This is an optimization exercise on Yosys and OpenROAD, whose aim is small area, not a production implementation.
At most, simulation tests tie the RTL to the original design; equivalence was not proved.
The RTL of runs 5 to 7 was laid out without a check of its function.
Power is estimated from default activity; no workload was simulated.

<file path="flow/design.v">
module RAM_aoi3(s0, d0, s1, d1, s2, d2, y);
input s0, d0, s1, d1, s2, d2;
output y;
assign y = ~((s0 & d0) | (s1 & d1) | (s2 & d2));
endmodule
module RAM_nor2(a, b, y);
input a, b;
output y;
assign y = ~(a | b);
endmodule
module RAM_(clk,rst_n,din,rx_valid,dout,tx_valid);
parameter MEM_DEPTH = 256;
parameter ADDR_SIZE = 8;
parameter DATA_WIDTH = 8;
input clk,rst_n,rx_valid;
input wire [9:0] din;
output reg [7:0] dout;
output reg tx_valid;
reg [DATA_WIDTH-1:0] ring0 [63:0];
reg [DATA_WIDTH-1:0] ring1 [63:0];
reg [DATA_WIDTH-1:0] ring2 [63:0];
reg [DATA_WIDTH-1:0] ring3 [63:0];
reg [7:0] temp_address;
reg [2:0] m;                  
reg a_valid;                  
reg [7:0] a_data;
reg b_valid;                  
reg [7:0] b_addr;
reg [7:0] b_data;
genvar gi, gj;
wire [1:0] pos_a = temp_address[1:0] + m[1:0];
wire [1:0] pos_b = b_addr[1:0] + m[1:0];
wire tap_a = (pos_a == 2'd3);
wire tap_b = (pos_b == 2'd3);
wire [2:0] pol_t = m - 3'd1 - {1'b0, pos_a};
wire pol_a = pol_t[2];
wire [15:0] hi_n, lo_n;
generate
	for (gi = 0; gi < 16; gi = gi + 1) begin : g_pre
		assign hi_n[gi] = ~(temp_address[7:4] == gi);
		assign lo_n[gi] = ~({temp_address[3:2], pos_a} == gi);
	end
endgenerate
wire [255:0] sel;
generate
	for (gi = 0; gi < 256; gi = gi + 1) begin : g_sel
		RAM_nor2 u_s(.a(lo_n[gi % 16]), .b(hi_n[gi / 16]), .y(sel[gi]));
	end
endgenerate
wire [DATA_WIDTH-1:0] pdat [255:0];
generate
	for (gi = 0; gi < 64; gi = gi + 1) begin : g_pos
		assign pdat[4*gi]   = ring0[gi];
		assign pdat[4*gi+1] = ring1[gi];
		assign pdat[4*gi+2] = ring2[gi];
		assign pdat[4*gi+3] = ring3[gi];
	end
endgenerate
wire [85:0] term_n [7:0];
generate
	for (gj = 0; gj < 8; gj = gj + 1) begin : g_bit
		for (gi = 0; gi < 85; gi = gi + 1) begin : g_term
			RAM_aoi3 u_t(.s0(sel[3*gi]),   .d0(pdat[3*gi][gj]),
			             .s1(sel[3*gi+1]), .d1(pdat[3*gi+1][gj]),
			             .s2(sel[3*gi+2]), .d2(pdat[3*gi+2][gj]),
			             .y(term_n[gj][gi]));
		end
		assign term_n[gj][85] = ~(sel[255] & pdat[255][gj]);
	end
endgenerate
reg [7:0] raw;
integer j;
always @(*) begin
	for (j = 0; j < 8; j = j + 1)
		raw[j] = ~(&term_n[j]);
end
wire b_match = b_valid & (b_addr == temp_address);
wire fwd = a_valid | b_match;
wire [7:0] fwd_data = a_valid ? a_data : b_data;
wire [7:0] rdata = fwd ? fwd_data : (raw ^ {8{pol_a}});
wire wr = rst_n & (din[9:8] == 2'b01) & rx_valid;
wire achg = rst_n & (((din[9:8] == 2'b00) & rx_valid) | (din[9:8] == 2'b10));
wire a_wr = tap_a & (wr | fwd);
wire [7:0] bus_a = (wr ? din[7:0] : fwd_data) ^ {8{~m[2]}};
wire b_ret = b_valid & tap_b;
wire b_wr = b_ret & ~b_match;
wire [7:0] bus_b = b_data ^ {8{~m[2]}};
wire [15:0] bhi_n;
wire [3:0] blo_n, alo_n;
generate
	for (gi = 0; gi < 16; gi = gi + 1) begin : g_bpre
		assign bhi_n[gi] = ~(b_addr[7:4] == gi);
	end
	for (gi = 0; gi < 4; gi = gi + 1) begin : g_bpre2
		assign blo_n[gi] = ~(b_wr & (b_addr[3:2] == gi));
		assign alo_n[gi] = ~(a_wr & (temp_address[3:2] == gi));
	end
endgenerate
wire [63:0] en_a, en_b, keep;
generate
	for (gi = 0; gi < 64; gi = gi + 1) begin : g_ring
		RAM_nor2 u_ea(.a(alo_n[gi % 4]), .b(hi_n[gi / 4]), .y(en_a[gi]));
		RAM_nor2 u_eb(.a(blo_n[gi % 4]), .b(bhi_n[gi / 4]), .y(en_b[gi]));
		RAM_nor2 u_k(.a(en_a[gi]), .b(en_b[gi]), .y(keep[gi]));
		for (gj = 0; gj < 8; gj = gj + 1) begin : g_b
			wire nx;
			RAM_aoi3 u_w(.s0(en_a[gi]), .d0(bus_a[gj]), .s1(en_b[gi]), .d1(bus_b[gj]),
			             .s2(keep[gi]), .d2(ring3[gi][gj]), .y(nx));
			always @(posedge clk) ring0[gi][gj] <= nx;
		end
	end
endgenerate
integer k;
always @(posedge clk) begin
	for (k = 0; k < 64; k = k + 1) begin
		ring1[k] <= ring0[k];
		ring2[k] <= ring1[k];
		ring3[k] <= ring2[k];
	end
end
always @(posedge clk) begin
	m <= m + 3'd1;
	if (wr) begin
		a_valid <= ~tap_a;
		a_data <= din[7:0];
	end
	else if (tap_a | achg)
		a_valid <= 1'b0;
	if (achg & a_valid & ~tap_a) begin
		b_valid <= 1'b1;
		b_addr <= temp_address;
		b_data <= a_data;
	end
	else if (b_ret)
		b_valid <= 1'b0;
end
always @(posedge clk) begin
	if (achg)
		temp_address <= din[7:0];
end
always @(posedge clk or negedge rst_n) begin
	if (~rst_n) begin
		dout <= 'b0;
		tx_valid <= 0;
	end
	else begin
		case(din[9:8])
			2'b00, 2'b01 : tx_valid <= 0;
			2'b10 : ;
			2'b11 : begin
				dout <= rdata;
				tx_valid <= 1;
			end
		endcase
	end
end
endmodule
</file>
<file path="flow/run.sh">
#!/bin/bash
# synth_recipe.tcl (not shown) runs the flow's synth.tcl, then flattens the netlist and writes it again
# the make line also repeats each setting of config.mk as NAME=value (left out here)
make -C /OpenROAD-flow-scripts/flow DESIGN_CONFIG=/design/flow/config.mk WORK_HOME=/design/flow/orfs CLKGATE_MAP_FILE= SYNTH_SCRIPT=/design/flow/synth_recipe.tcl finish
</file>
<file path="flow/config.mk">
export PLATFORM = sky130hd
export DESIGN_NAME = RAM_
export DESIGN_NICKNAME = RAM_
export VERILOG_FILES = /design/flow/design.v
export SDC_FILE = /design/flow/constraint.sdc
export NUM_CORES = 4
export LEC_CHECK = 0
export CAP_MARGIN = 20
export CORE_MARGIN = 2
export CORE_UTILIZATION = 70
export CTS_CLUSTER_DIAMETER = 90
export CTS_CLUSTER_SIZE = 25
export SLEW_MARGIN = 20
export SYNTH_HIERARCHICAL = 1
export SYNTH_MEMORY_MAX_BITS = 4096
</file>
<file path="flow/constraint.sdc">
create_clock -name core_clock -period 6.0 [get_ports {clk}]
set_input_delay 1.2000 -clock core_clock [delete_from_list [all_inputs] [get_ports {clk}]]
set_output_delay 1.2000 -clock core_clock [all_outputs]
set_load 0.01 [all_outputs]
</file>
==> results of run 1 <==
[routing by layer]
metal,up-vias,GRT usage [%],share of wire (%)
li1,18482,-,-
met1,21863,64.14,35
met2,4232,64.89,40
met4,6,27.87,7.4
met3,882,13.56,17
met5,-,0,0.017
[modules after synthesis, one instance, submodules excluded]
module	times used	cells inside	flops+latches
RAM_nor2	448	1	0
RAM_	1	2541	2094
RAM_aoi3	1192	1	0
[path summary, 6_finish.rpt]
check | end | slack (ns) | cells past startpoint
worst max-delay path | dout[6] | 0.04 | 15
worst min-delay path | ring2[60][0] | 0.34 | 0
worst max register to register | dout[6] | 0.04 | 15
worst min register to register | ring2[60][0] | 0.34 | 0
max in group asynchronous | dout[7] | 5.02 | 2
min in group asynchronous | dout[2] | 0.80 | 2
[cell type report]
type,instances,share of cell area [%]
diodes,2,0.007874
clock buffers,106,3.872
clock inverters,4,0.07874
inverters,2,0.01181
multi-input cells,2067,25.86
flip-flops and latches,2094,66.55
well taps,1080,2.126
repair buffers,108,1.492
[worst register-to-register path, cell delays in order (launching register included)]
cell	delay, ns
edfxtp_1	0.47
ha_1	0.26
xor2_1	0.16
xnor2_1	0.34
nor2_1	0.14
nand2_1	0.82
buf_4	0.48
nor2_1	0.26
a222oi_1	0.72
nand4_1	0.29
nor4_1	0.65
buf_4	0.29
nand4_1	0.28
nor4_2	0.39
xnor2_1	0.18
o21ai_1	0.09
[per-stage QoR]
stage / setup slack [ns] / std cells / power (mW)
final: 0.04343 / 5463 / 22.58
after global placement: 0.6637 / 5350 / 15.73
after detailed placement: 0.5357 / 5350 / 15.75
after global routing: 0.2466 / 5461 / 23.04
after floorplan: 1.144 / 4181 / 15.20
after CTS: 0.4984 / 5460 / 22.48
[flip-flops by register name, summed over array words and instances, names as in the netlist, 512 cells and up]
name and flops:
ring0 512, ring1 512, ring2 512, ring3 512
[power groups by stage]
| stage | clock, mW | sequential [mW] | combinational, mW |
|---|---|---|---|
| floorplan | 0 | 14.8 | 0.361 |
| global placement | 0 | 14.9 | 0.788 |
| detailed placement | 0 | 15.0 | 0.794 |
| CTS | 7.04 | 14.6 | 0.799 |
| global route | 7.50 | 14.7 | 0.844 |
| finish | 7.06 | 14.7 | 0.864 |
[logic make-up (layout without fill, tap and decap cells)]
group | count (synthesis) | in the layout | synth area share (%)
AOI/OAI and AO/OA | 1222 | 1222 | 20.63
xor gates and xnor gates | 38 | 38 | 0.5990
adders and majority gates | 5 | 5 | 0.1066
buffers and inverters | 20 | 220 | 0.1727
DFF | 2094 | 2094 | 72.06
muxes | 8 | 8 | 0.1364
other | 0 | 2 | 0
and+or+nand+nor | 794 | 794 | 6.293
[synthesized netlist by cell type (all sizes together), types with 8 or more instances]
| cell type | n | area, sq um |
|---|---|---|
| dfxtp | 2052 | 41080 |
| a222oi | 1192 | 11930 |
| nor2 | 473 | 1775 |
| nand4 | 172 | 1076 |
| nand2 | 45 | 168.9 |
| nor4 | 40 | 300.3 |
| xnor2 | 36 | 334.1 |
| nand3 | 34 | 170.2 |
| edfxtp | 33 | 991.0 |
| buf | 14 | 78.83 |
| nor2b | 13 | 81.33 |
| a21oi | 9 | 45.04 |
| dfrtp | 9 | 225.2 |
| o21ai | 9 | 45.04 |
| a22oi | 8 | 60.06 |
| mux2i | 8 | 80.08 |
| or4 | 8 | 60.06 |
==> flow_summary_export.csv, run 1 <==
group,metric,value,unit
pwr,power.internal,17.53,mW
place,hpwlAfterDp,132200,um
clocking,clock_tree.root_cell,"clkbuf_16",
pwr,power.switching,5.047,mW
clocking,cts-buffers-inserted,93,
detailed_routing,dr.pass1.iters,14,
floorplanning,initial_core_util,70.47,%
floorplanning,placementRows,106,
detailed_routing,drt_wl_total,206600,um
critical_path,cp_top_family,"simple AND/OR/NAND/NOR gates",
synthesis,synth_top_flop_cell,"dfxtp_1",
cells_and_area,seq_area,0.04230,sq mm
clocking,htreeDepth,3,
run_status,status,"timing/DRC/antenna clean",
detailed_routing,drt-initial-drc-count,13861,
clocking,cts_sinks,2094,
grt,grt-ovfl-total,0,
detailed_routing,num_vias,45465,
clocking,cts_tree,"built",
pwr,vdd.ir_drop.worst,0.0002961,V
pwr,p_per_area,355.3,mW/mm^2
run,maxCapViolations,0,
cells_and_area,finalInstanceArea,0.06356,sq mm
timing,max-slew-margin-rel,13.80,%
place,io_buffers,21,
clocking,clk_pin_slew,0.10,ns
floorplanning,core_region_area,0.08329,sq mm
floorplanning,die_height,293.6,um
synthesis,synth_seq_cells,2094,
pwr,swShare,22.35,%
synthesis,synth_edf_count,33,
timing,grt_setup_unrepaired,"false",
critical_path,cpPeakStageDelay,0.82,ns
hold_path,worstHoldStart,"ring1[60][0]",
critical_path,cp-startpoint,"temp_address[0]",
timing,fin_skew,0.03274,ns
clocking,post-cts-setup-buffers,0,
grt,grt_antenna_before_repair,6,
timing,period_share,99.28,%
grt,grt_max_degree,65,
clocking,cts.hold.buffers_added,0,
critical_path,crit_path_max_fanout,9,
timing,fin_crit,5.957,ns
pwr,clock_power_share,31.2,%
synthesis,syn_nets,4199,
cells_and_area,layout_common_cells,"dfxtp_1, a222oi_1, nor2_1, nand4_1, clkbuf_16",
cells_and_area,drive_gt1_share,4.930,%
detailed_routing,ant_nets,0,
clocking,cts_resized,0,
critical_path,path_buf_inv,2,
synthesis,syn_avg_cell_area,14.04,sq um
critical_path,worstPathCellList,"ha_1, xor2_1, xnor2_1, nor2_1, nand2_1, buf_4, nor2_1, a222oi_1, nand4_1, nor4_1, buf_4, nand4_1, nor4_2, xnor2_1, o21ai_1",
synthesis,ys_seq_area_share,72.06,%
cells_and_area,fin_util,76.31,%
timing,tightestPinTransition,1.290,ns
detailed_routing,routedWlPerCell,37.82,um
hold_path,hp-class,"reg2reg",
timing,finalSetupViolCount,0,
grt,grt_pass1_vias,42889,
place,gp_congestion,1.034,
timing,whs,0.3360,ns
pwr,leakagePower,22.92,nW
critical_path,cp.required,6.57,ns
clocking,clkLatencyLatePin,0.70,ns
critical_path,r2r_start,"temp_address[0]",
cells_and_area,n_fill_cell,5302,
synthesis,synth.distinct_cells,35,
critical_path,path_class,"reg2reg",
critical_path,worstSetupStartpointType,"flip-flop",
critical_path,cp.arrival,6.53,ns
cells_and_area,nets,4384,
synthesis,yosys_warnings,15,
timing,hold_viol,0,
timing,clock.fmax,167.9,MHz
critical_path,crit_path_top_delay_cell,"nand2_1",
place,place_area,0.06104,sq mm
detailed_routing,via_per_inst,8.322,
floorplanning,die_w,293.6,um
synthesis,synthesis.area,0.05870,sq mm
synthesis,postSynthCellCount,4181,
clocking,clk_path_buf_depth,3,
grt,grt_pass1_wl,293000,um
timing,tns,0,ns
timing,slew_violations,0,
pwr,p_seq_share,64.9,%
pwr,combPwrFrac,3.8,%
cells_and_area,mostFrequentLayoutCell,"dfxtp_1",
cells_and_area,syn2layout_area_growth,8.284,%
grt,grtUsageTotal,46.46,%
floorplanning,die_area,0.08618,sq mm
critical_path,crit_path_end_kind,"flip-flop",
cells_and_area,multiInputGateArea,0.01644,sq mm
detailed_routing,drc,0,
synthesis,async_flop_share,0.4298,%
floorplanning,ioPinCount,22,
==> run 2, diff against run 1 <==
--- a/flow/config.mk
+++ b/flow/config.mk
@@ -7,7 +7,7 @@
 export LEC_CHECK = 0
 export CAP_MARGIN = 20
 export CORE_MARGIN = 2
-export CORE_UTILIZATION = 70
+export CORE_UTILIZATION = 55
 export CTS_CLUSTER_DIAMETER = 90
 export CTS_CLUSTER_SIZE = 25
 export SLEW_MARGIN = 20
==> flow_summary_export.csv, run 2 <==
group,metric,value,unit
detailed_routing,num_vias,44242,
grt,grt_antenna_before_repair,1,
synthesis,synth_top_flop_cell,"dfxtp_1",
synthesis,synth_edf_count,33,
clocking,clk_pin_slew,0.11,ns
pwr,vdd.ir_drop.worst,0.0003160,V
timing,finalSetupViolCount,1,
clocking,cts-buffers-inserted,93,
synthesis,ys_seq_area_share,72.06,%
cells_and_area,fin_util,60.70,%
timing,hold_viol,0,
synthesis,yosysMostFrequentCell,"dfxtp_1",
run_status,status,"finished with violations",
clocking,clk_path_buf_depth,3,
detailed_routing,drc,0,
critical_path,path_buf_inv,0,
hold_path,worstHoldPathCells,0,
hold_path,worstHoldStart,"ring2[17][1]",
timing,setup_slack,-0.01825,ns
cells_and_area,drive_gt1_share,5.362,%
critical_path,path_class,"reg2reg",
pwr,power.internal,17.53,mW
place,post-place-ws,0.2788,ns
critical_path,r2r_start,"temp_address[0]",
synthesis,syn_avg_cell_area,14.04,sq um
grt,grt_pass1_wl,302300,um
pwr,p_seq_share,64.6,%
synthesis,synth_top_area_share,69.99,%
detailed_routing,drt_wl_total,216200,um
pwr,p_per_area,354.2,mW/mm^2
critical_path,worstPathCellList,"ha_1, xor2_1, xnor2_1, nor2b_1, nand2_1, nor2_1, a222oi_1, nand4_1, nor4_1, nand4_1, nor4_2, xnor2_1, o21ai_1",
critical_path,r2r-end,"dout[2]",
floorplanning,initial_core_util,55.60,%
hold_path,hp-class,"reg2reg",
critical_path,cp.arrival,6.63,ns
run_status,check.faults,"setup timing",
synthesis,synth.distinct_cells,35,
critical_path,worstSetupStartpointType,"flip-flop",
critical_path,crit_path_max_fanout,8,
pwr,total_power,22.70,mW
detailed_routing,ant_nets,0,
floorplanning,die_w,330.7,um
critical_path,reg2reg_slack,-0.02,ns
clocking,cts_tree,"built",
detailed_routing,via_per_inst,7.658,
grt,grt_max_degree,65,
critical_path,reg2reg_depth,13,
synthesis,syn_nets,4199,
synthesis,yosys_warnings,15,
floorplanning,core_region_area,0.1056,sq mm
critical_path,crit_path_top_delay_cell,"a222oi_1",
cells_and_area,layout_common_cells,"dfxtp_1, a222oi_1, nor2_1, nand4_1, clkbuf_16",
timing,fin_skew,0.02106,ns
clocking,cts.hold.buffers_added,0,
place,io_buffers,21,
grt,grtUsageTotal,38.36,%
clocking,post-cts-setup-buffers,0,
clocking,clock_tree.root_cell,"clkbuf_16",
timing,slew_violations,0,
grt,grt_pass1_vias,41433,
cells_and_area,mostFrequentLayoutCell,"dfxtp_1",
detailed_routing,drt-initial-drc-count,11434,
synthesis,synth_seq_cells,2094,
critical_path,cp_top_family,"simple AND/OR/NAND/NOR gates",
clocking,cts_resized,0,
cells_and_area,nets,4390,
synthesis,postSynthCellCount,4181,
timing,max-slew-margin-rel,21.65,%
timing,fin_crit,6.018,ns
floorplanning,die_height,330.7,um
pwr,leakagePower,22.98,nW
timing,grt_setup_unrepaired,"false",
hold_path,hold_end,"ring3[17][1]",
synthesis,synthesis.area,0.05870,sq mm
critical_path,crit_path_end_kind,"flip-flop",
timing,clock.fmax,166.2,MHz
cells_and_area,n_fill_cell,8402,
timing,tns,-0.01825,ns
grt,grt-ovfl-total,0,
floorplanning,ioPinCount,22,
run,maxCapViolations,0,
clocking,cts_sinks,2094,
place,hpwlAfterDp,139300,um
floorplanning,placementRows,119,
pwr,power.switching,5.169,mW
clocking,clkLatencyLatePin,0.74,ns
timing,tightestPinTransition,1.174,ns
synthesis,synth_common_cells,"dfxtp_1, a222oi_1, nor2_1, nand4_1, nand2_1",
synthesis,async_flop_share,0.4298,%
pwr,combPwrFrac,3.9,%
detailed_routing,dr.pass1.iters,12,
detailed_routing,routedWlPerCell,37.42,um
critical_path,cp.required,6.62,ns
pwr,swShare,22.77,%
floorplanning,die_area,0.1093,sq mm
place,gp_congestion,0.9319,
synthesis,synth_area_leaders,"dfxtp_1, a222oi_1, nor2_1",
cells_and_area,syn2layout_area_growth,9.162,%
timing,period_share,100.3,%
critical_path,cpPeakStageDelay,1.02,ns
synthesis,synth.largest_area_cell,"dfxtp_1",
clocking,htreeDepth,3,
pwr,clock_power_share,31.5,%
## run 2: worst reg2reg max path, delay by kind of cell (launching register included)
kind	cells	cell delay (ns)
and+or+nand+nor	7	3.53
AOI/OAI and AO/OA	2	1.11
xor gates and xnor gates	3	0.57
DFF	1	0.46
adders and majority gates	1	0.24
## run 2: power by group through the flow
stage          clock network, mW  logic (mW)  registers (mW)
5_1_grt                     7.65       0.870            14.7
6_report                    7.16       0.880            14.7
2_1_floorplan                  0       0.361            14.8
3_3_place_gp                   0       0.830            15.0
3_5_place_dp                   0       0.836            15.0
4_1_cts                     7.17       0.838            14.6
## run 2: cell type report
cell class	instances	area, sq um	area share [%]
Timing Repair Buffer	114	1039	1.621
Inverter	2	7.507	0.01172
Tap cell	1391	1740	2.716
Sequential cell	2094	42300	66.01
Clock inverter	4	45.04	0.07030
Antenna cell	3	7.507	0.01172
Clock buffer	102	2446	3.818
Multi-Input combinational cell	2067	16490	25.74
## run 2: worst max-delay path by stage
stage                     from           to  slack, ns  depth (start not counted)
4_1_cts        temp_address[0]      dout[2]       0.24                         13
3_3_place_gp   temp_address[0]      dout[7]      -0.04                         13
5_1_grt        temp_address[0]      dout[2]       0.05                         13
6_report       temp_address[0]      dout[2]      -0.02                         13
2_1_floorplan           din[9]  ring0[0][6]       1.14                          6
3_5_place_dp   temp_address[0]      dout[2]       0.28                         13
## run 2: metal layers
metal | vias up | part of all wire (%) | GRT usage [%]
met1 | 21966 | 39 | 52.33
met3 | 623 | 12 | 8.205
li1 | 18488 | - | -
met2 | 3163 | 43 | 58.10
met5 | - | 0.0060 | 0
met4 | 2 | 5.9 | 18.88
## run 2: logic make-up after synthesis
logic type                 synth area share, %
and+or+nand+nor                          6.293
AOI/OAI and AO/OA                        20.63
DFF                                      72.06
muxes                                   0.1364
xor gates and xnor gates                0.5990
buffers and inverters                   0.1727
adders and majority gates               0.1066
## run 2: metrics by stage
| stage | instance area (sq um) | std cells | hold WS [ns] |
|---|---|---|---|
| after detailed placement | 61580 | 5668 | 0.3348 |
| final | 64070 | 5777 | 0.3433 |
| after floorplan | 58700 | 4181 | 0.3298 |
| after global placement | 61490 | 5665 | 0.3303 |
| after CTS | 64070 | 5774 | 0.3384 |
| after global routing | 64070 | 5774 | 0.3433 |
## run 2: per-module statistics from Yosys (local to each module, per instance)
module,copies in the design,flops+latches
RAM_nor2,448,0
RAM_aoi3,1192,0
RAM_,1,2094
==> run 3, diff against run 2 <==
--- a/flow/design.v
+++ b/flow/design.v
@@ -20,20 +20,19 @@
 reg [DATA_WIDTH-1:0] ring1 [63:0];
 reg [DATA_WIDTH-1:0] ring2 [63:0];
 reg [DATA_WIDTH-1:0] ring3 [63:0];
-reg [7:0] temp_address;
+reg [7:2] temp_address;       
+reg [1:0] pos_a;              
+reg pol_a;                    
 reg [2:0] m;                  
 reg a_valid;                  
 reg [7:0] a_data;
 reg b_valid;                  
-reg [7:0] b_addr;
+reg [7:2] b_addr;             
+reg [1:0] pos_b;              
 reg [7:0] b_data;
 genvar gi, gj;
-wire [1:0] pos_a = temp_address[1:0] + m[1:0];
-wire [1:0] pos_b = b_addr[1:0] + m[1:0];
 wire tap_a = (pos_a == 2'd3);
 wire tap_b = (pos_b == 2'd3);
-wire [2:0] pol_t = m - 3'd1 - {1'b0, pos_a};
-wire pol_a = pol_t[2];
 wire [15:0] hi_n, lo_n;
 generate
 	for (gi = 0; gi < 16; gi = gi + 1) begin : g_pre
@@ -74,7 +73,7 @@
 	for (j = 0; j < 8; j = j + 1)
 		raw[j] = ~(&term_n[j]);
 end
-wire b_match = b_valid & (b_addr == temp_address);
+wire b_match = b_valid & (b_addr == temp_address) & (pos_b == pos_a);
 wire fwd = a_valid | b_match;
 wire [7:0] fwd_data = a_valid ? a_data : b_data;
 wire [7:0] rdata = fwd ? fwd_data : (raw ^ {8{pol_a}});
@@ -133,10 +132,20 @@
 	end
 	else if (b_ret)
 		b_valid <= 1'b0;
+	pos_b <= (achg & a_valid & ~tap_a) ? pos_a + 2'd1 : pos_b + 2'd1;
 end
+wire [1:0] pos_n = din[1:0] + m[1:0] + 2'd1;
+wire [2:0] pol_t = m - {1'b0, pos_n};
 always @(posedge clk) begin
-	if (achg)
-		temp_address <= din[7:0];
+	if (achg) begin
+		temp_address <= din[7:2];
+		pos_a <= pos_n;
+		pol_a <= pol_t[2];
+	end
+	else begin
+		pos_a <= pos_a + 2'd1;
+		pol_a <= pol_a ^ tap_a;
+	end
 end
 always @(posedge clk or negedge rst_n) begin
 	if (~rst_n) begin
--- a/flow/config.mk
+++ b/flow/config.mk
@@ -7,9 +7,9 @@
 export LEC_CHECK = 0
 export CAP_MARGIN = 20
 export CORE_MARGIN = 2
-export CORE_UTILIZATION = 55
+export CORE_UTILIZATION = 72
 export CTS_CLUSTER_DIAMETER = 90
-export CTS_CLUSTER_SIZE = 25
+export CTS_CLUSTER_SIZE = 30
 export SLEW_MARGIN = 20
 export SYNTH_HIERARCHICAL = 1
 export SYNTH_MEMORY_MAX_BITS = 4096
==> flow_summary_export.csv, run 3 <==
group,metric,value,unit
synthesis,yosysMostFrequentCell,"dfxtp_1",
synthesis,synth_seq_cells,2095,
synthesis,synth_xor_area_share,0.5218,%
pwr,vdd.ir_drop.worst,0.0003521,V
synthesis,postSynthCellCount,4197,
cells_and_area,seq_area,0.04228,sq mm
timing,period_share,88.94,%
synthesis,synth_edf_count,29,
critical_path,path_class,"reg2reg",
timing,setup_slack,0.6636,ns
timing,hold_viol,0,
clocking,clock_tree.root_cell,"clkbuf_16",
run,maxCapViolations,0,
pwr,power.switching,5.985,mW
floorplanning,placementRows,104,
synthesis,synth_fa_ha_area_share,0.1832,%
timing,whs,0.3352,ns
grt,grt_pass1_wl,294200,um
detailed_routing,ant_nets,0,
clocking,htreeDepth,3,
detailed_routing,via_per_inst,8.473,
grt,grt_pass1_vias,42698,
critical_path,cp.arrival,5.91,ns
clocking,clk_pin_slew,0.11,ns
hold_path,hp-class,"reg2reg",
cells_and_area,drive_gt1_share,4.990,%
cells_and_area,multiInputGateArea,0.01647,sq mm
pwr,p_per_area,378.6,mW/mm^2
clocking,cts_tree,"built",
synthesis,synth_common_cells,"dfxtp_1, a222oi_1, nor2_1, nand4_1, nand2_1",
cells_and_area,nets,4398,
floorplanning,ioPinCount,22,
critical_path,crit_path_max_fanout,9,
run_status,status,"timing/DRC/antenna clean",
synthesis,ys_seq_area_share,71.96,%
detailed_routing,drt-initial-drc-count,14300,
detailed_routing,drt_wl_total,210700,um
floorplanning,die_height,289.6,um
detailed_routing,dr.pass1.iters,17,
synthesis,synthesis.area,0.05875,sq mm
clocking,cts_sinks,2095,
clocking,cts.hold.buffers_added,0,
timing,fin_skew,0.02629,ns
clocking,clk_path_buf_depth,3,
place,hpwlAfterDp,137500,um
clocking,clkLatencyLatePin,0.69,ns
floorplanning,initial_core_util,72.82,%
pwr,swShare,24.99,%
critical_path,worstSetupStartpointType,"flip-flop",
place,gp_congestion,1.078,
synthesis,muxShareOfSynthArea,0.1896,%
synthesis,yosys_warnings,15,
synthesis,synth_simple_gate_area_share,6.083,%
detailed_routing,drc,0,
synthesis,synth_top_family_by_area,"compound AO/OA/AOI/OAI gates",
critical_path,cp.required,6.58,ns
synthesis,synth.distinct_cells,38,
critical_path,crit_path_end_kind,"flip-flop",
pwr,p_seq_share,65.1,%
pwr,combPwrFrac,7.5,%
place,io_buffers,21,
cells_and_area,n_fill_cell,5002,
timing,slew_violations,0,
detailed_routing,num_vias,46220,
synthesis,synth_top_flop_cell,"dfxtp_1",
synthesis,synth_area_leaders,"dfxtp_1, a222oi_1, nor2_1",
clocking,cts_resized,0,
cells_and_area,layout_common_cells,"dfxtp_1, a222oi_1, nor2_1, nand4_1, buf_4",
pwr,power.internal,17.97,mW
grt,grt-ovfl-total,0,
pwr,clock_power_share,27.4,%
timing,grt_setup_unrepaired,"false",
floorplanning,die_area,0.08389,sq mm
timing,tightestPinTransition,1.328,ns
timing,max-slew-margin-rel,10.68,%
synthesis,synth_compound_area_share,20.80,%
pwr,leakagePower,22.88,nW
timing,fin_crit,5.336,ns
grt,grt_antenna_before_repair,6,
critical_path,reg2reg_slack,0.66,ns
timing,tns,0,ns
detailed_routing,routedWlPerCell,38.63,um
synthesis,synth_top_area_share,70.10,%
timing,finalSetupViolCount,0,
cells_and_area,mostFrequentLayoutCell,"dfxtp_1",
clocking,post-cts-setup-buffers,0,
synthesis,async_flop_share,0.4296,%
place,post-place-ws,1.063,ns
synthesis,syn_avg_cell_area,14.00,sq um
timing,clock.fmax,187.4,MHz
floorplanning,core_region_area,0.08068,sq mm
grt,grtUsageTotal,48.44,%
synthesis,synth.largest_area_cell,"dfxtp_1",
floorplanning,die_w,289.6,um
synthesis,syn_nets,4218,
clocking,cts-buffers-inserted,79,
grt,grt_max_degree,65,
cells_and_area,syn2layout_area_growth,7.684,%
==> run 3: changes by cell type after synthesis, sizes merged, moves of 8 or more <==
cell / before / now
nand3: 34 / 26
inv: 2 / 10
xnor2: 36 / 17
or4: 8 / 0
a211oi: 0 / 8
xor2: 2 / 18
nand2: 45 / 54
==> run 3: path summary, 6_finish.rpt <==
path / startpoint / endpoint / depth (start not counted)
worst max-delay path: pos_a[1] / dout[1] / 12
worst min-delay path: ring2[18][3] / ring3[18][3] / 0
worst max register to register: pos_a[1] / dout[1] / 12
worst min register to register: ring2[18][3] / ring3[18][3] / 0
max in group asynchronous: rst_n / tx_valid / 2
min in group asynchronous: rst_n / dout[1] / 2
==> run 3: layer usage <==
layer	up-vias	part of all wire [%]	track usage (%)	wire [um]
li1	18489	-	-	-
met1	22063	34	65.64	72040
met2	4638	39	65.65	82340
met3	1024	18	17.38	38640
met4	6	8.4	31.24	17610
met5	-	0.038	0	80
==> run 3: power groups by stage <==
stage	Clock [mW]	Sequential (mW)	Combinational (mW)
5_1_grt	6.97	15.6	1.74
2_1_floorplan	0	15.6	0.764
6_report	6.56	15.6	1.80
4_1_cts	6.52	15.5	1.64
3_3_place_gp	0	15.8	1.61
3_5_place_dp	0	15.8	1.62
==> run 3: cells by family (layout without fill, tap and decap cells) <==
group | after synthesis | after routing
DFF | 2095 | 2095
buffers and inverters | 29 | 221
muxes | 11 | 11
other | 0 | 6
xor gates and xnor gates | 35 | 35
and+or+nand+nor | 788 | 788
adders and majority gates | 8 | 8
AOI/OAI and AO/OA | 1231 | 1231
==> run 3: per-module statistics from Yosys (local to each module, per instance) <==
module / flip-flops and latches / copies in the design / area, sq um
RAM_aoi3: 0 / 1192 / 10.01
RAM_nor2: 0 / 448 / 3.754
RAM_: 2095 / 1 / 45130
==> run 3: critical path, cell delays in order, from the launching register on <==
cell and delay (ns):
dfxtp_1 0.41, inv_1 0.08, ha_1 0.24, nand3_1 0.85, buf_4 0.51, nor2_1 0.25, a222oi_1 0.38, nand4_1 0.34
nor4_1 1.16, nand4_1 0.38, nor2_1 0.34, xor2_1 0.22, o21ai_2 0.07
==> run 3: area by class of cell <==
class | instances | area share (%)
Inverter | 10 | 0.05933
Clock buffer | 90 | 3.358
Timing Repair Buffer | 118 | 1.562
Tap cell | 1060 | 2.096
Sequential cell | 2095 | 66.83
Clock inverter | 3 | 0.04153
Multi-Input combinational cell | 2073 | 26.03
Antenna cell | 6 | 0.02373
==> run 3: per-stage QoR <==
step	total power, mW	util (%)	cell area, sq um	std cells
2_1_floorplan	16.32	-	58750	4197
3_3_place_gp	17.41	75.68	61060	5355
3_5_place_dp	17.46	75.71	61080	5356
4_1_cts	23.69	78.38	63230	5449
5_1_grt	24.35	78.39	63250	5449
6_report	23.95	78.41	63260	5455
==> run 4, diff against run 3 <==
--- a/flow/config.mk
+++ b/flow/config.mk
@@ -7,8 +7,8 @@
 export LEC_CHECK = 0
 export CAP_MARGIN = 20
 export CORE_MARGIN = 2
-export CORE_UTILIZATION = 72
-export CTS_CLUSTER_DIAMETER = 90
+export CORE_UTILIZATION = 65
+export CTS_CLUSTER_DIAMETER = 100
 export CTS_CLUSTER_SIZE = 30
 export SLEW_MARGIN = 20
 export SYNTH_HIERARCHICAL = 1
==> flow_summary_export.csv, run 4 <==
group,metric,value,unit
floorplanning,placementRows,110,
floorplanning,core_region_area,0.08974,sq mm
synthesis,syn_avg_cell_area,14.00,sq um
clocking,cts-buffers-inserted,79,
timing,tns,0,ns
place,gp_congestion,1.030,
timing,grt_setup_unrepaired,"false",
synthesis,synth_area_leaders,"dfxtp_1, a222oi_1, nor2_1",
clocking,cts_resized,0,
pwr,p_seq_share,65.1,%
pwr,combPwrFrac,7.7,%
cells_and_area,layout_common_cells,"dfxtp_1, a222oi_1, nor2_1, nand4_1, buf_4",
synthesis,ys_seq_area_share,71.96,%
pwr,swShare,25.40,%
grt,grtUsageTotal,46.50,%
cells_and_area,multiInputGateArea,0.01649,sq mm
floorplanning,ioPinCount,22,
hold_path,worstHoldStart,"ring2[11][1]",
timing,max-slew-margin-rel,15.47,%
critical_path,worstSetupStartpointType,"flip-flop",
clocking,clk_pin_slew,0.12,ns
place,dp_cells,5471,
critical_path,cp.required,6.58,ns
synthesis,postSynthCellCount,4197,
clocking,cts_sinks,2095,
detailed_routing,dr.pass1.iters,14,
synthesis,synth_common_cells,"dfxtp_1, a222oi_1, nor2_1, nand4_1, nand2_1",
critical_path,crit_path_max_fanout,11,
synthesis,synth_top_area_share,70.10,%
synthesis,yosysMostFrequentCell,"dfxtp_1",
clocking,clock_tree.root_cell,"clkbuf_16",
floorplanning,die_height,304.6,um
cells_and_area,drive_gt1_share,4.942,%
synthesis,synth_edf_count,29,
critical_path,r2r_start,"pos_a[0]",
detailed_routing,drt_wl_total,224600,um
timing,slew_violations,0,
cells_and_area,fin_util,70.70,%
pwr,p_per_area,378.1,mW/mm^2
floorplanning,die_area,0.09280,sq mm
pwr,vdd.ir_drop.worst,0.0003184,V
critical_path,cpPeakStageDelay,1.06,ns
hold_path,hp-class,"reg2reg",
critical_path,crit_path_end_kind,"flip-flop",
detailed_routing,drt-initial-drc-count,15143,
clocking,post-cts-setup-buffers,0,
floorplanning,die_w,304.6,um
cells_and_area,layout.cells.non_filler,5574,
synthesis,async_flop_share,0.4296,%
clocking,cts_tree,"built",
cells_and_area,n_fill_cell,6237,
synthesis,synthesis.area,0.05875,sq mm
critical_path,cp.arrival,6.18,ns
grt,grt_antenna_before_repair,7,
run_status,status,"timing/DRC/antenna clean",
place,io_buffers,21,
place,hpwlAfterDp,148200,um
detailed_routing,drc,0,
critical_path,path_class,"reg2reg",
synthesis,syn_nets,4218,
synthesis,synth_top_flop_cell,"dfxtp_1",
cells_and_area,syn2layout_area_growth,7.991,%
detailed_routing,num_vias,45995,
synthesis,synth.largest_area_cell,"dfxtp_1",
clocking,htreeDepth,3,
grt,grt_pass1_vias,42327,
timing,hold_viol,0,
synthesis,synth_seq_cells,2095,
timing,finalSetupViolCount,0,
timing,period_share,93.34,%
timing,clock.fmax,178.6,MHz
timing,fin_crit,5.600,ns
synthesis,synth.distinct_cells,38,
grt,grt_max_degree,65,
cells_and_area,seq_area,0.04228,sq mm
critical_path,cp_top_family,"simple AND/OR/NAND/NOR gates",
detailed_routing,via_per_inst,8.252,
critical_path,worstPathCellList,"inv_1, ha_1, nand2_1, nor2_1, a222oi_1, nand4_1, nor4_1, nand4_1, nor2_1, xor2_1, o21ai_2",
pwr,leakagePower,22.87,nW
timing,tightestPinTransition,1.256,ns
cells_and_area,nets,4401,
pwr,clock_power_share,27.2,%
critical_path,crit_path_top_delay_cell,"nor4_1",
floorplanning,initial_core_util,65.47,%
cells_and_area,mostFrequentLayoutCell,"dfxtp_1",
pwr,power.internal,17.89,mW
pwr,power.switching,6.092,mW
grt,grt-ovfl-total,0,
synthesis,yosys_warnings,15,
critical_path,cp-startpoint,"pos_a[0]",
grt,grt_pass1_wl,310900,um
run,maxCapViolations,0,
clocking,clk_path_buf_depth,3,
detailed_routing,ant_nets,0,
timing,fin_skew,0.02753,ns
clocking,clkLatencyLatePin,0.70,ns
clocking,cts.hold.buffers_added,0,
detailed_routing,routedWlPerCell,40.30,um
critical_path,path_buf_inv,1,
## run 4: Yosys stat by module, one instance, submodules excluded
module    cells inside  flops+latches
RAM_nor2             1              0
RAM_aoi3             1              0
RAM_              2557           2095
## run 4: worst reg2reg max path, stage by stage (launching register included)
cell	delay [ns]
dfxtp_1	0.47
inv_1	0.12
ha_1	0.28
nand2_1	0.80
nor2_1	0.37
a222oi_1	0.78
nand4_1	0.46
nor4_1	1.06
nand4_1	0.55
nor2_1	0.28
xor2_1	0.25
o21ai_2	0.07
## run 4: stage by stage
step                hold slack (ns)  setup slack [ns]  power, mW  cell area [sq um]
finish                       0.3384            0.3997      23.98              63440
global route                 0.3513            0.7377      24.40              63420
CTS                          0.3476             1.038      23.75              63380
detailed placement           0.3345             1.126      17.55              61310
global placement             0.3309            0.7779      17.51              61210
floorplan                    0.3298             1.144      16.32              58750
## run 4: path summary, 6_finish.rpt
| path | cells after the start | slack [ns] | endpoint |
|---|---|---|---|
| hold / removal | 0 | 0.34 | ring3[11][1] |
| setup / recovery | 11 | 0.40 | dout[0] |
| hold reg to reg | 0 | 0.34 | ring3[11][1] |
| min in group asynchronous | 2 | 1.15 | dout[0] |
| max in group asynchronous | 2 | 4.64 | dout[5] |
| setup reg to reg | 11 | 0.40 | dout[0] |
## run 4: cells by family (layout without fill, tap and decap cells)
logic type / after synthesis / in the layout / share of synthesized area [%]
muxes: 11 / 11 / 0.1896
AOI/OAI and AO/OA: 1231 / 1231 / 20.80
buffers and inverters: 29 / 223 / 0.2598
other: 0 / 7 / 0
adders and majority gates: 8 / 8 / 0.1832
and+or+nand+nor: 788 / 788 / 6.083
xor gates and xnor gates: 35 / 35 / 0.5218
DFF: 2095 / 2095 / 71.96
## run 4: cell type report
type / instances / area share, %
tap: 1176 / 2.319
timing repair buffer: 121 / 1.692
clock buffer: 91 / 3.254
sequential: 2095 / 66.64
antenna: 7 / 0.02761
multi-input combinational: 2073 / 26.00
clock inverter: 1 / 0.01183
inverter: 10 / 0.05917
## run 4: routing by layer
layer	vias to the layer above	GRT usage (%)	routed length [um]
met3	900	15.62	39310
li1	18488	-	-
met1	22179	64.96	80840
met5	-	0	18
met4	2	27.29	17150
met2	4426	62.66	87330
## run 4: power by group through the flow
stage / clock [mW] / combinational [mW] / sequential (mW)
after CTS: 6.49 / 1.71 / 15.6
after detailed placement: 0 / 1.70 / 15.9
final: 6.52 / 1.86 / 15.6
after floorplan: 0 / 0.764 / 15.6
after global routing: 6.94 / 1.80 / 15.7
after global placement: 0 / 1.68 / 15.8
==> run 5, diff against run 4 <==
==> flow/design.v (replaced) <==
module RAM_(clk,rst_n,din,rx_valid,dout,tx_valid);
parameter MEM_DEPTH = 256;
parameter ADDR_SIZE = 8;
parameter DATA_WIDTH = 8;
input clk,rst_n,rx_valid;
input wire [9:0] din;
output reg [7:0] dout;
output reg tx_valid;
reg [DATA_WIDTH-1:0] mem [MEM_DEPTH-1:0];
reg [7:0] temp_address;
always @(posedge clk or negedge rst_n) begin
	if (~rst_n) 
		begin
			dout <= 'b0;
			tx_valid <= 0;
		end
	else begin
		case(din[9:8])
			'b00 : begin 
			if(rx_valid)
				temp_address <= din[7:0];
			tx_valid <= 0;
			end
			'b01 : begin 
			if(rx_valid)
				mem[temp_address] <= din[7:0];
			tx_valid <= 0; 
			end
			'b10 : begin
				temp_address <= din[7:0];
			end
			'b11 : begin
				 dout<= mem[temp_address]; 
				 tx_valid <= 1;
			end
		endcase
	end
end
endmodule
==> flow/config.mk (replaced) <==
export PLATFORM = sky130hd
export DESIGN_NAME = RAM_
export DESIGN_NICKNAME = RAM_
export VERILOG_FILES = /design/flow/design.v
export SDC_FILE = /design/flow/constraint.sdc
export NUM_CORES = 4
export LEC_CHECK = 0
export CAP_MARGIN = 40
export CORE_MARGIN = 2
export CORE_UTILIZATION = 40
export SLEW_MARGIN = 20
export SYNTH_MEMORY_MAX_BITS = 4096
==> flow_summary_export.csv, run 5 <==
group,metric,value,unit
run_status,status,"timing/DRC/antenna clean",
synthesis,synth_top_area_share,78.86,%
cells_and_area,top_regs,"mem: 2048 flops, dout: 8 flops, temp_address: 8 flops",
grt,grt-ovfl-total,0,
detailed_routing,top_layer,"met5",
floorplanning,initial_core_util,40.19,%
synthesis,synth_common_cells,"edfxtp_1, a22oi_1, nand3_1, nor2_1, o22ai_1",
timing,clock.fmax,190.9,MHz
pwr,p_per_area,329.0,mW/mm^2
pwr,leakagePower,28.24,nW
clocking,clk_pin_slew,0.07,ns
critical_path,cp.arrival,6.01,ns
grt,grtUsageTotal,38.20,%
grt,grt_antenna_before_repair,44,
timing,max-slew-margin-rel,8.049,%
clocking,cts_tree,"built",
floorplanning,die_w,446.4,um
timing,fin_skew,0.08133,ns
synthesis,syn_nets,4827,
critical_path,crit_path_end_kind,"flip-flop",
synthesis,synth_area_leaders,"edfxtp_1, a22oi_1, nand3_1",
clocking,cts.hold.buffers_added,0,
place,hpwlAfterDp,253600,um
run,maxCapViolations,0,
cells_and_area,largest_reg_flops,2048,
pwr,swShare,23.41,%
synthesis,synthesis.area,0.07829,sq mm
clocking,htreeDepth,4,
detailed_routing,drt-initial-drc-count,14497,
floorplanning,placementRows,162,
pwr,vdd.ir_drop.worst,0.0002688,V
floorplanning,core_region_area,0.1948,sq mm
place,gp_congestion,1.100,
synthesis,synth.distinct_cells,51,
critical_path,reg2reg_depth,12,
timing,tightestPinTransition,1.379,ns
synthesis,syn_avg_cell_area,16.26,sq um
synthesis,synth.largest_area_cell,"edfxtp_1",
synthesis,synth_seq_cells,2065,
place,io_buffers,21,
grt,grt_max_degree,159,
cells_and_area,nets,5180,
grt,grt_pass1_vias,51874,
timing,hold_viol,0,
detailed_routing,met3_length,72630,um
detailed_routing,drc,0,
synthesis,synth_edf_count,2056,
clocking,clkLatencyLatePin,0.92,ns
detailed_routing,wirelength_met1,123900,um
timing,grt_setup_unrepaired,"false",
detailed_routing,ant_nets,0,
clocking,cts-buffers-inserted,208,
timing,period_share,87.31,%
synthesis,postSynthCellCount,4814,
cells_and_area,syn2layout_area_growth,17.99,%
hold_path,worstHoldPathCells,1,
clocking,post-cts-setup-buffers,0,
critical_path,crit_path_max_fanout,29,
synthesis,async_flop_share,0.4358,%
detailed_routing,routedWlPerCell,48.23,um
pwr,power.internal,23.28,mW
clocking,cts_sinks,2065,
place,place_area,0.08519,sq mm
cells_and_area,regMostFlops,"mem",
critical_path,path_class,"reg2reg",
cells_and_area,layout_common_cells,"edfxtp_1, a22oi_1, nand3_1, buf_4, nor2_1",
pwr,power.switching,7.115,mW
pwr,combPwrFrac,4.7,%
critical_path,cp.required,6.77,ns
synthesis,synth_top_flop_cell,"edfxtp_1",
floorplanning,die_height,446.4,um
timing,finalSetupViolCount,0,
floorplanning,ioPinCount,22,
clocking,cts_resized,0,
timing,fin_crit,5.239,ns
synthesis,ys_seq_area_share,79.15,%
detailed_routing,num_vias,58606,
grt,grt_pass1_wl,500400,um
timing,tns,0,ns
synthesis,yosys_warnings,2,
critical_path,worstSetupStartpointType,"flip-flop",
detailed_routing,route.met2.wl,151200,um
pwr,clock_power_share,43.0,%
pwr,p_seq_share,52.4,%
timing,slew_violations,0,
floorplanning,die_area,0.1993,sq mm
detailed_routing,via_per_inst,7.310,
clocking,clock_tree.root_cell,"clkbuf_16",
detailed_routing,drt_wl_total,386700,um
detailed_routing,dr.pass1.iters,8,
synthesis,yosysMostFrequentCell,"edfxtp_1",
clocking,clk_path_buf_depth,3,
cells_and_area,drive_gt1_share,16.79,%
cells_and_area,mostFrequentLayoutCell,"edfxtp_1",
hold_path,hp-class,"reg2reg",
cells_and_area,finalInstanceArea,0.09238,sq mm
[run 5: final cells by class]
type	count	area, sq um
tap	2624	3283
fill	16475	102400
clock inverter	133	1378
sequential	2065	61960
clock buffer	259	5396
timing repair buffer	528	4916
antenna	44	110.1
multi-input combinational	2364	15330
[run 5: worst max-delay path, stage by stage, from the launching register on]
cell       delay [ns]
edfxtp_1         0.63
buf_4            0.31
buf_4            0.20
and4_4           0.36
buf_4            0.34
buf_4            0.24
a222oi_1         0.43
o211ai_1         0.55
a2111oi_0        0.66
buf_1            0.23
nand4_1          0.17
nor4_2           0.88
a21oi_1          0.15
[run 5: power by group through the flow]
stage / Sequential (mW) / Clock (mW) / Combinational [mW]
after floorplan: 16.2 / 0 / 0.387
final: 15.9 / 13.1 / 1.42
after global routing: 15.9 / 13.5 / 1.35
after detailed placement: 16.2 / 0 / 1.30
after CTS: 15.9 / 12.9 / 1.30
after global placement: 16.2 / 0 / 1.26
[run 5: logic make-up after synthesis]
| family | after synthesis | synth area share [%] |
|---|---|---|
| compound gates | 1101 | 10.28 |
| buf+inv | 385 | 2.143 |
| flops | 2065 | 79.15 |
| mux | 1 | 0.01279 |
| simple gates | 1262 | 8.416 |
[run 5: per-stage QoR]
step	std cells	power, mW	util, %	hold WS (ns)	setup slack (ns)
final	8017	30.39	47.42	0.4939	0.7614
after CTS	7939	30.15	47.21	0.4987	1.051
after floorplan	4814	16.59	-	0.5164	2.934
after global routing	7979	30.79	47.38	0.5055	0.8662
after global placement	7479	17.48	43.33	0.4659	-0.1732
after detailed placement	7547	17.52	43.73	0.4855	0.7923
[run 5: layer usage]
layer / up-vias / GRT usage, %
met5: - / 1.123
met4: 36 / 27.42
met3: 1872 / 20.81
met2: 7108 / 51.37
met1: 28933 / 45.95
li1: 20657 / -
[run 5: final timing paths]
| path | startpoint | end | slack, ns |
|---|---|---|---|
| max | temp_address[7] | dout[3] | 0.76 |
| min | tx_valid | tx_valid | 0.49 |
| max reg2reg | temp_address[7] | dout[3] | 0.76 |
| min reg2reg | tx_valid | tx_valid | 0.49 |
| max in group asynchronous | rst_n | dout[6] | 5.22 |
| min in group asynchronous | rst_n | dout[5] | 0.61 |
==> run 6, diff against run 5 <==
==> flow/design.v (replaced) <==
module RAM_aoi3(s0, d0, s1, d1, s2, d2, y);
input s0, d0, s1, d1, s2, d2;
output y;
assign y = ~((s0 & d0) | (s1 & d1) | (s2 & d2));
endmodule
module RAM_nor2(a, b, y);
input a, b;
output y;
assign y = ~(a | b);
endmodule
module RAM_(clk,rst_n,din,rx_valid,dout,tx_valid);
parameter MEM_DEPTH = 256;
parameter ADDR_SIZE = 8;
parameter DATA_WIDTH = 8;
input clk,rst_n,rx_valid;
input wire [9:0] din;
output reg [7:0] dout;
output reg tx_valid;
reg [DATA_WIDTH-1:0] mem [MEM_DEPTH-1:0];
reg [7:0] temp_address;
wire [15:0] lo_n, hi_n;
genvar gi, gj;
generate
	for (gi = 0; gi < 16; gi = gi + 1) begin : g_pre
		assign lo_n[gi] = ~(temp_address[3:0] == gi);
		assign hi_n[gi] = ~(temp_address[7:4] == gi);
	end
endgenerate
wire [MEM_DEPTH-1:0] sel;
generate
	for (gi = 0; gi < MEM_DEPTH; gi = gi + 1) begin : g_sel
		RAM_nor2 u_sel(.a(lo_n[gi % 16]), .b(hi_n[gi / 16]), .y(sel[gi]));
	end
endgenerate
reg [7:0] rdata;
wire [85:0] term_n [7:0];
generate
	for (gj = 0; gj < 8; gj = gj + 1) begin : g_bit
		for (gi = 0; gi < 85; gi = gi + 1) begin : g_term
			RAM_aoi3 u_t(.s0(sel[3*gi]),   .d0(mem[3*gi][gj]),
			             .s1(sel[3*gi+1]), .d1(mem[3*gi+1][gj]),
			             .s2(sel[3*gi+2]), .d2(mem[3*gi+2][gj]),
			             .y(term_n[gj][gi]));
		end
		assign term_n[gj][85] = ~(sel[255] & mem[255][gj]);
	end
endgenerate
integer i, j;
always @(*) begin
	for (j = 0; j < 8; j = j + 1)
		rdata[j] = ~(&term_n[j]);
end
wire wr = rst_n & (din[9:8] == 2'b01) & rx_valid;
wire [7:0] wdata = wr ? din[7:0] : rdata;
integer k;
always @(posedge clk) begin
	for (k = 0; k < MEM_DEPTH; k = k + 1)
		if (sel[k])
			mem[k] <= wdata;
end
always @(posedge clk) begin
	if (rst_n & ((din[9:8] == 2'b00 & rx_valid) | (din[9:8] == 2'b10)))
		temp_address <= din[7:0];
end
always @(posedge clk or negedge rst_n) begin
	if (~rst_n) begin
		dout <= 'b0;
		tx_valid <= 0;
	end
	else begin
		case(din[9:8])
			2'b00, 2'b01 : tx_valid <= 0;
			2'b10 : ;
			2'b11 : begin
				dout <= rdata;
				tx_valid <= 1;
			end
		endcase
	end
end
endmodule
--- a/flow/config.mk
+++ b/flow/config.mk
@@ -5,8 +5,9 @@
 export SDC_FILE = /design/flow/constraint.sdc
 export NUM_CORES = 4
 export LEC_CHECK = 0
-export CAP_MARGIN = 40
+export CAP_MARGIN = 20
 export CORE_MARGIN = 2
-export CORE_UTILIZATION = 40
+export CORE_UTILIZATION = 65
 export SLEW_MARGIN = 20
+export SYNTH_HIERARCHICAL = 1
 export SYNTH_MEMORY_MAX_BITS = 4096
==> flow_summary_export.csv, run 6 <==
group,metric,value,unit
run_status,status,"timing/DRC/antenna clean",
critical_path,path_common_cell,"buf_4",
place,dp_cells,5151,
clocking,cts_sinks,2065,
critical_path,path_buf_inv,3,
grt,grt-ovfl-total,0,
grt,grt_pass1_vias,37819,
grt,grt.busiest_layer,"met2",
cells_and_area,mostFrequentLayoutCell,"edfxtp_1",
run,maxCapViolations,0,
timing,fin_crit,5.277,ns
cells_and_area,layout.cells.non_filler,5495,
synthesis,yosysMostFrequentCell,"edfxtp_1",
cells_and_area,largest_reg_flops,2048,
timing,grt_setup_unrepaired,"false",
cells_and_area,n_fill_cell,6131,
floorplanning,initial_core_util,65.74,%
synthesis,synth_seq_cells,2065,
synthesis,synth.distinct_cells,24,
synthesis,synth_edf_count,2056,
clocking,post-cts-setup-buffers,0,
pwr,p_per_area,365.9,mW/mm^2
detailed_routing,ant_nets,0,
synthesis,synthesis.area,0.07176,sq mm
floorplanning,core_region_area,0.1092,sq mm
detailed_routing,drt_wl_total,170700,um
clocking,cts.hold.buffers_added,0,
clocking,cts_resized,0,
synthesis,synth_top_area_share,86.03,%
grt,grtUsageMet1,45.73,%
synthesis,ys_seq_area_share,86.35,%
timing,fin_skew,0.02867,ns
cells_and_area,layout_common_cells,"edfxtp_1, a222oi_1, buf_4, nor2_1, clkbuf_16",
detailed_routing,dr.pass1.iters,9,
clocking,clkLatencyLatePin,0.79,ns
detailed_routing,routedWlPerCell,31.07,um
synthesis,synth_common_cells,"edfxtp_1, a222oi_1, nor2_1, nand4_1, nand2_1",
critical_path,worstPathCellList,"nor2b_1, nand2_1, nor2_1, buf_4, a222oi_1, nand4_1, nor4_1, buf_4, and4_1, a21oi_4, buf_4",
grt,grt.met3_usage,5.334,%
floorplanning,die_area,0.1131,sq mm
cells_and_area,nets,3882,
critical_path,worstSetupStartpointType,"flip-flop",
clocking,cts-buffers-inserted,192,
timing,clock.fmax,189.5,MHz
synthesis,postSynthCellCount,3335,
critical_path,crit_path_max_fanout,93,
cells_and_area,top_regs,"mem: 2048 flops, dout: 8 flops, temp_address: 8 flops",
clocking,clk_pin_slew,0.06,ns
cells_and_area,drive_gt1_share,15.26,%
critical_path,cpPeakStageDelay,0.87,ns
place,place_area,0.07662,sq mm
synthesis,synth_top_flop_cell,"edfxtp_1",
cells_and_area,finalInstanceArea,0.08250,sq mm
synthesis,synth.largest_area_cell,"edfxtp_1",
detailed_routing,drt-initial-drc-count,7321,
grt,grtUsageTotal,30.58,%
cells_and_area,regMostFlops,"mem",
grt,grt_max_degree,164,
place,gp_congestion,0.8806,
synthesis,syn_avg_cell_area,21.52,sq um
floorplanning,ioPinCount,22,
pwr,vdd.ir_drop.worst,0.0002996,V
synthesis,synth_area_leaders,"edfxtp_1, a222oi_1, nor2_1",
synthesis,syn_nets,3348,
detailed_routing,via_per_inst,7.165,
timing,slew_violations,0,
critical_path,cp.required,6.38,ns
critical_path,cp.arrival,5.66,ns
detailed_routing,num_vias,39370,
critical_path,crit_path_top_delay_cell,"nor4_1",
grt,grt_pass1_wl,251700,um
synthesis,async_flop_share,0.4358,%
critical_path,crit_path_end_kind,"flip-flop",
timing,tightestPinTransition,1.157,ns
timing,tns,0,ns
grt,grtUsageMet2,46.53,%
grt,grt_antenna_before_repair,6,
cells_and_area,syn2layout_area_growth,14.97,%
critical_path,path_class,"reg2reg",
hold_path,hp-class,"reg2reg",
clocking,cts_tree,"built",
timing,finalSetupViolCount,0,
synthesis,yosys_warnings,9,
place,hpwlAfterDp,105500,um
place,io_buffers,21,
detailed_routing,drc,0,
timing,hold_viol,0,
timing,max-slew-margin-rel,22.16,%
clocking,clock_tree.root_cell,"clkbuf_16",
floorplanning,placementRows,121,
critical_path,cp_top_family,"simple AND/OR/NAND/NOR gates",
pwr,leakagePower,25.77,nW
timing,period_share,87.95,%
clocking,htreeDepth,4,
clocking,clk_path_buf_depth,3,
floorplanning,die_w,336.3,um
floorplanning,die_height,336.3,um
[run 6: cell types whose count changed in the layout (fill, tap and decap cells not counted), moves of 125 or more]
cell      change
a21oi_1     -125
a222oi_1    +666
a22oi_1     -527
a32oi_1     -126
nand3_1     -386
o22ai_1     -157
[run 6: routing by layer]
| metal | part of all wire [%] | vias to the layer above |
|---|---|---|
| li1 | - | 16603 |
| met3 | 10 | 292 |
| met1 | 40 | 20178 |
| met4 | 3.3 | 2 |
| met2 | 47 | 2295 |
| met5 | 0.0064 | - |
[run 6: through the flow]
stage | power (mW) | hold WS [ns] | util [%] | setup slack [ns]
after CTS | 30.36 | 0.4890 | 75.53 | 0.7994
after global routing | 31.03 | 0.5314 | 75.58 | 0.7086
after global placement | 19.12 | 0.4680 | 70.17 | 0.9451
after detailed placement | 19.25 | 0.4719 | 70.19 | 0.8439
after floorplan | 18.31 | 0.5164 | - | 0.6209
final | 30.19 | 0.4894 | 75.58 | 0.7230
[run 6: worst register-to-register path, delay by kind of cell, from the launching register on]
family	cells	cell delay, ns
DFF	1	0.49
buffers and inverters	3	0.94
and+or+nand+nor	6	2.80
AOI/OAI and AO/OA	2	0.58
[run 6: final timing paths]
path	to	from	depth (start not counted)	slack (ns)
min reg2reg	tx_valid	tx_valid	1	0.49
max in group asynchronous	dout[1]	rst_n	1	4.73
min in group asynchronous	tx_valid	rst_n	1	0.82
min	tx_valid	tx_valid	1	0.49
max	mem[24][7]	temp_address[3]	11	0.72
max reg2reg	mem[24][7]	temp_address[3]	11	0.72
[run 6: power breakdown]
part	switching, mW	internal (mW)	total (mW)
logic	1.52	0.311	1.83
registers	0.0358	17.1	17.1
clock network	4.86	6.41	11.3
total	6.41	23.8	30.2
[run 6: Yosys stat by module (local to each module, per instance)]
| module | cells inside | copies in the design | flops+latches | cell area [sq um] |
|---|---|---|---|---|
| RAM_nor2 | 1 | 256 | 0 | 3.754 |
| RAM_ | 2399 | 1 | 2065 | 63990 |
| RAM_aoi3 | 1 | 680 | 0 | 10.01 |
[run 6: layout make-up]
cell class              count  area [sq um]  area share, %
flip-flops and latches   2065         61960          75.11
multi-input cells        1266          9946          12.06
diodes                      2         5.005       0.006066
clock inverters            82         515.5         0.6248
repair buffers            344          2910          3.528
well taps                1476          1847          2.238
clock buffers             260          5315          6.442
[run 6: cell families (layout without fill, tap and decap cells)]
| group | Yosys count | in the layout | share of synthesized area [%] |
|---|---|---|---|
| other | 0 | 2 | 0 |
| AO/OA/AOI/OAI | 705 | 705 | 9.705 |
| AND/OR/NAND/NOR | 561 | 561 | 3.921 |
| buffers and inverters | 4 | 686 | 0.02614 |
| flip-flops | 2065 | 2065 | 86.35 |
==> run 7, diff against run 6 <==
==> flow/config.mk (replaced) <==
export PLATFORM = sky130hd
export DESIGN_NAME = RAM_
export DESIGN_NICKNAME = RAM_
export VERILOG_FILES = /design/flow/design.v
export SDC_FILE = /design/flow/constraint.sdc
export NUM_CORES = 4
export LEC_CHECK = 0
export CAP_MARGIN = 10
export CORE_MARGIN = 2
export CORE_UTILIZATION = 75
export CTS_CLUSTER_SIZE = 30
export SLEW_MARGIN = 10
export SYNTH_HIERARCHICAL = 1
export SYNTH_MEMORY_MAX_BITS = 4096
==> flow_summary_export.csv, run 7 <==
group,metric,value,unit
grt,grt_antenna_before_repair,8,
floorplanning,core_region_area,0.09487,sq mm
synthesis,async_flop_share,0.4358,%
clocking,cts_tree,"built",
cells_and_area,seq_area,0.06196,sq mm
timing,period_share,94.09,%
grt,grt_pass1_vias,39911,
clocking,cts-buffers-inserted,185,
run_status,status,"timing/DRC/antenna clean",
critical_path,r2r-end,"mem[181][1]",
run,maxCapViolations,0,
cells_and_area,finalInstanceArea,0.08232,sq mm
detailed_routing,routedWlPerCell,34.14,um
grt,grtUsageTotal,37.43,%
clocking,clkLatencyLatePin,0.78,ns
clocking,clk_pin_slew,0.06,ns
cells_and_area,n_fill_cell,3696,
synthesis,synthesis.area,0.07176,sq mm
synthesis,postSynthCellCount,3335,
place,post-place-ws,0.6930,ns
pwr,combPwrFrac,6.0,%
grt,grt-ovfl-total,0,
grt,grt_pass1_wl,266700,um
clocking,clk_path_buf_depth,3,
floorplanning,die_w,313.3,um
synthesis,synth_top_flop_cell,"edfxtp_1",
detailed_routing,drt_wl_total,180700,um
clocking,post-cts-setup-buffers,0,
critical_path,cp.required,6.30,ns
place,gp_congestion,0.8893,
pwr,clock_power_share,38.1,%
cells_and_area,syn2layout_area_growth,14.71,%
detailed_routing,drc,0,
synthesis,synth.largest_area_cell,"edfxtp_1",
critical_path,r2r_start,"temp_address[0]",
pwr,vdd.ir_drop.worst,0.0003736,V
detailed_routing,num_vias,41276,
cells_and_area,top_regs,"mem: 2048 flops, dout: 8 flops, temp_address: 8 flops",
cells_and_area,fin_util,86.77,%
place,hpwlAfterDp,104100,um
cells_and_area,layout.cells.non_filler,5292,
synthesis,synth_seq_cells,2065,
hold_path,hp-class,"reg2reg",
timing,tns,0,ns
hold_path,hold_end,"tx_valid",
pwr,power.internal,23.93,mW
synthesis,syn_nets,3348,
clocking,htreeDepth,4,
floorplanning,ioPinCount,22,
clocking,cts_sinks,2065,
pwr,swShare,21.68,%
timing,fin_crit,5.646,ns
grt,grt_max_degree,194,
synthesis,synth_edf_count,2056,
timing,hold_viol,0,
timing,fin_skew,0.02648,ns
floorplanning,initial_core_util,75.64,%
synthesis,synth_top_area_share,86.03,%
pwr,power.switching,6.626,mW
critical_path,cp.arrival,5.95,ns
synthesis,yosys_warnings,9,
pwr,p_per_area,371.2,mW/mm^2
cells_and_area,layout_common_cells,"edfxtp_1, a222oi_1, buf_4, nor2_1, clkbuf_16",
synthesis,ys_seq_area_share,86.35,%
critical_path,worstSetupStartpointType,"flip-flop",
synthesis,yosysMostFrequentCell,"edfxtp_1",
cells_and_area,multiInputGateArea,0.009883,sq mm
detailed_routing,via_per_inst,7.800,
cells_and_area,regMostFlops,"mem",
synthesis,synth_area_leaders,"edfxtp_1, a222oi_1, nor2_1",
hold_path,worstHoldPathCells,1,
clocking,clock_tree.root_cell,"clkbuf_16",
floorplanning,placementRows,113,
detailed_routing,dr.pass1.iters,10,
cells_and_area,drive_gt1_share,15.63,%
timing,setup_slack,0.3545,ns
critical_path,path_class,"reg2reg",
detailed_routing,drt-initial-drc-count,9192,
synthesis,synth_common_cells,"edfxtp_1, a222oi_1, nor2_1, nand4_1, nand2_1",
synthesis,synth.distinct_cells,24,
timing,grt_setup_unrepaired,"false",
cells_and_area,largest_reg_flops,2048,
critical_path,crit_path_end_kind,"flip-flop",
clocking,cts_resized,0,
pwr,leakagePower,25.89,nW
cells_and_area,nets,3891,
critical_path,reg2reg_depth,10,
timing,max-slew-margin-rel,15.41,%
place,io_buffers,21,
floorplanning,die_area,0.09817,sq mm
detailed_routing,ant_nets,0,
place,dp_cells,4955,
synthesis,syn_avg_cell_area,21.52,sq um
floorplanning,die_height,313.3,um
timing,slew_violations,0,
cells_and_area,mostFrequentLayoutCell,"edfxtp_1",
hold_path,worstHoldStart,"tx_valid",
place,place_area,0.07637,sq mm
critical_path,reg2reg_slack,0.35,ns
timing,tightestPinTransition,1.266,ns
pwr,p_seq_share,55.9,%
critical_path,crit_path_max_fanout,193,
timing,finalSetupViolCount,0,
timing,clock.fmax,177.1,MHz
clocking,cts.hold.buffers_added,0,
run 7: per-module statistics from Yosys (local to each module, per instance):
module / flops+latches / cells inside
RAM_nor2: 0 / 1
RAM_aoi3: 0 / 1
RAM_: 2065 / 2399
run 7: through the flow:
stage          hold WS, ns  total power, mW
3_3_place_gp        0.4679            19.03
6_report            0.4904            30.56
3_5_place_dp        0.4842            19.18
2_1_floorplan       0.5164            18.31
4_1_cts             0.4979            30.56
5_1_grt             0.5211            31.23
run 7: layout make-up:
type	instances	share of cell area [%]
Multi-Input combinational cell	1266	12.01
Clock inverter	111	1.274
Tap cell	1265	1.923
Antenna cell	2	0.006080
Sequential cell	2065	75.27
Timing Repair Buffer	360	3.590
Clock buffer	223	5.926
run 7: logic make-up after synthesis:
group / after synthesis / synth area share [%]
DFF: 2065 / 86.35
buffers and inverters: 4 / 0.02614
and+or+nand+nor: 561 / 3.921
AOI/OAI and AO/OA: 705 / 9.705
run 7: how the worst max path moves through the flow:
| stage | to | startpoint | cells after the start | slack, ns |
|---|---|---|---|---|
| finish | mem[181][1] | temp_address[0] | 10 | 0.35 |
| detailed placement | mem[69][4] | temp_address[1] | 10 | 0.69 |
| CTS | mem[184][1] | temp_address[0] | 10 | 0.60 |
| global placement | mem[182][3] | temp_address[0] | 10 | 0.79 |
| global route | mem[38][6] | temp_address[4] | 9 | 0.27 |
| floorplan | mem[0][4] | temp_address[5] | 8 | 0.62 |
run 7: routing by layer:
layer | vias to the layer above | track usage, % | wire [um]
met5 | - | 0.1934 | 77
li1 | 16622 | - | -
met1 | 20606 | 53.27 | 62080
met2 | 3560 | 59.28 | 87960
met3 | 476 | 7.349 | 22780
met4 | 12 | 14.47 | 7768
run 7: worst max-delay path: stages, from the launching register on:
cell,delay (ns)
edfxtp_1,0.50
nor2b_1,0.23
nand2_1,0.94
nor2_1,0.41
buf_4,0.33
a222oi_1,0.45
nand4_1,0.32
nor4_1,0.76
and4_1,0.56
a21oi_4,0.12
buf_12,0.26
run 7: power by group through the flow:
stage,registers (mW),clock network (mW),logic [mW]
6_report,17.1,11.6,1.83
5_1_grt,17.1,12.2,1.94
4_1_cts,17.1,11.7,1.79
3_5_place_dp,17.4,0,1.79
3_3_place_gp,17.4,0,1.64
2_1_floorplan,17.5,0,0.773

==> re-timing with driven ports <==
In the flow no input, the clock included, has a driving cell. The finished layouts below were timed again as built, in two steps.
Step 1: set_driving_cell puts a clkbuf_16 on clk and a buf_2 on each other input, an assumption about the parent block.
Step 2 moves the port delays by t, midway between the first and last clock arrival at a register: inputs arrive t later, outputs are due t later. That takes back most of the time a late clock gives input paths.
Slacks: ideal / step 1 / step 2; pairs: ideal / step 1.
| run | t (ns) | setup slack, ns | worst setup path at the end | worst register clock-pin slew, ns |
|---|---|---|---|---|
| run 1 | 0.760 | 0.043 / 0.043 / 0.043 | register to register | 0.10 / 0.10 |
| run 2 | 0.798 | -0.018 / -0.018 / -0.018 | register to register | 0.11 / 0.11 |
| run 3 | 0.748 | 0.664 / 0.664 / 0.664 | register to register | 0.12 / 0.12 |
| run 4 | 0.762 | 0.400 / 0.400 / 0.400 | register to register | 0.12 / 0.12 |
| run 5 | 0.966 | 0.761 / 0.761 / 0.525 | input to register | 0.07 / 0.07 |
| run 6 | 0.852 | 0.723 / 0.723 / 0.723 | register to register | 0.06 / 0.06 |
| run 7 | 0.841 | 0.354 / 0.354 / 0.354 | register to register | 0.07 / 0.07 |
The setup slack of run 5, which loses most, moves by 0.000 ns with the drivers and by -0.236 ns with both steps.
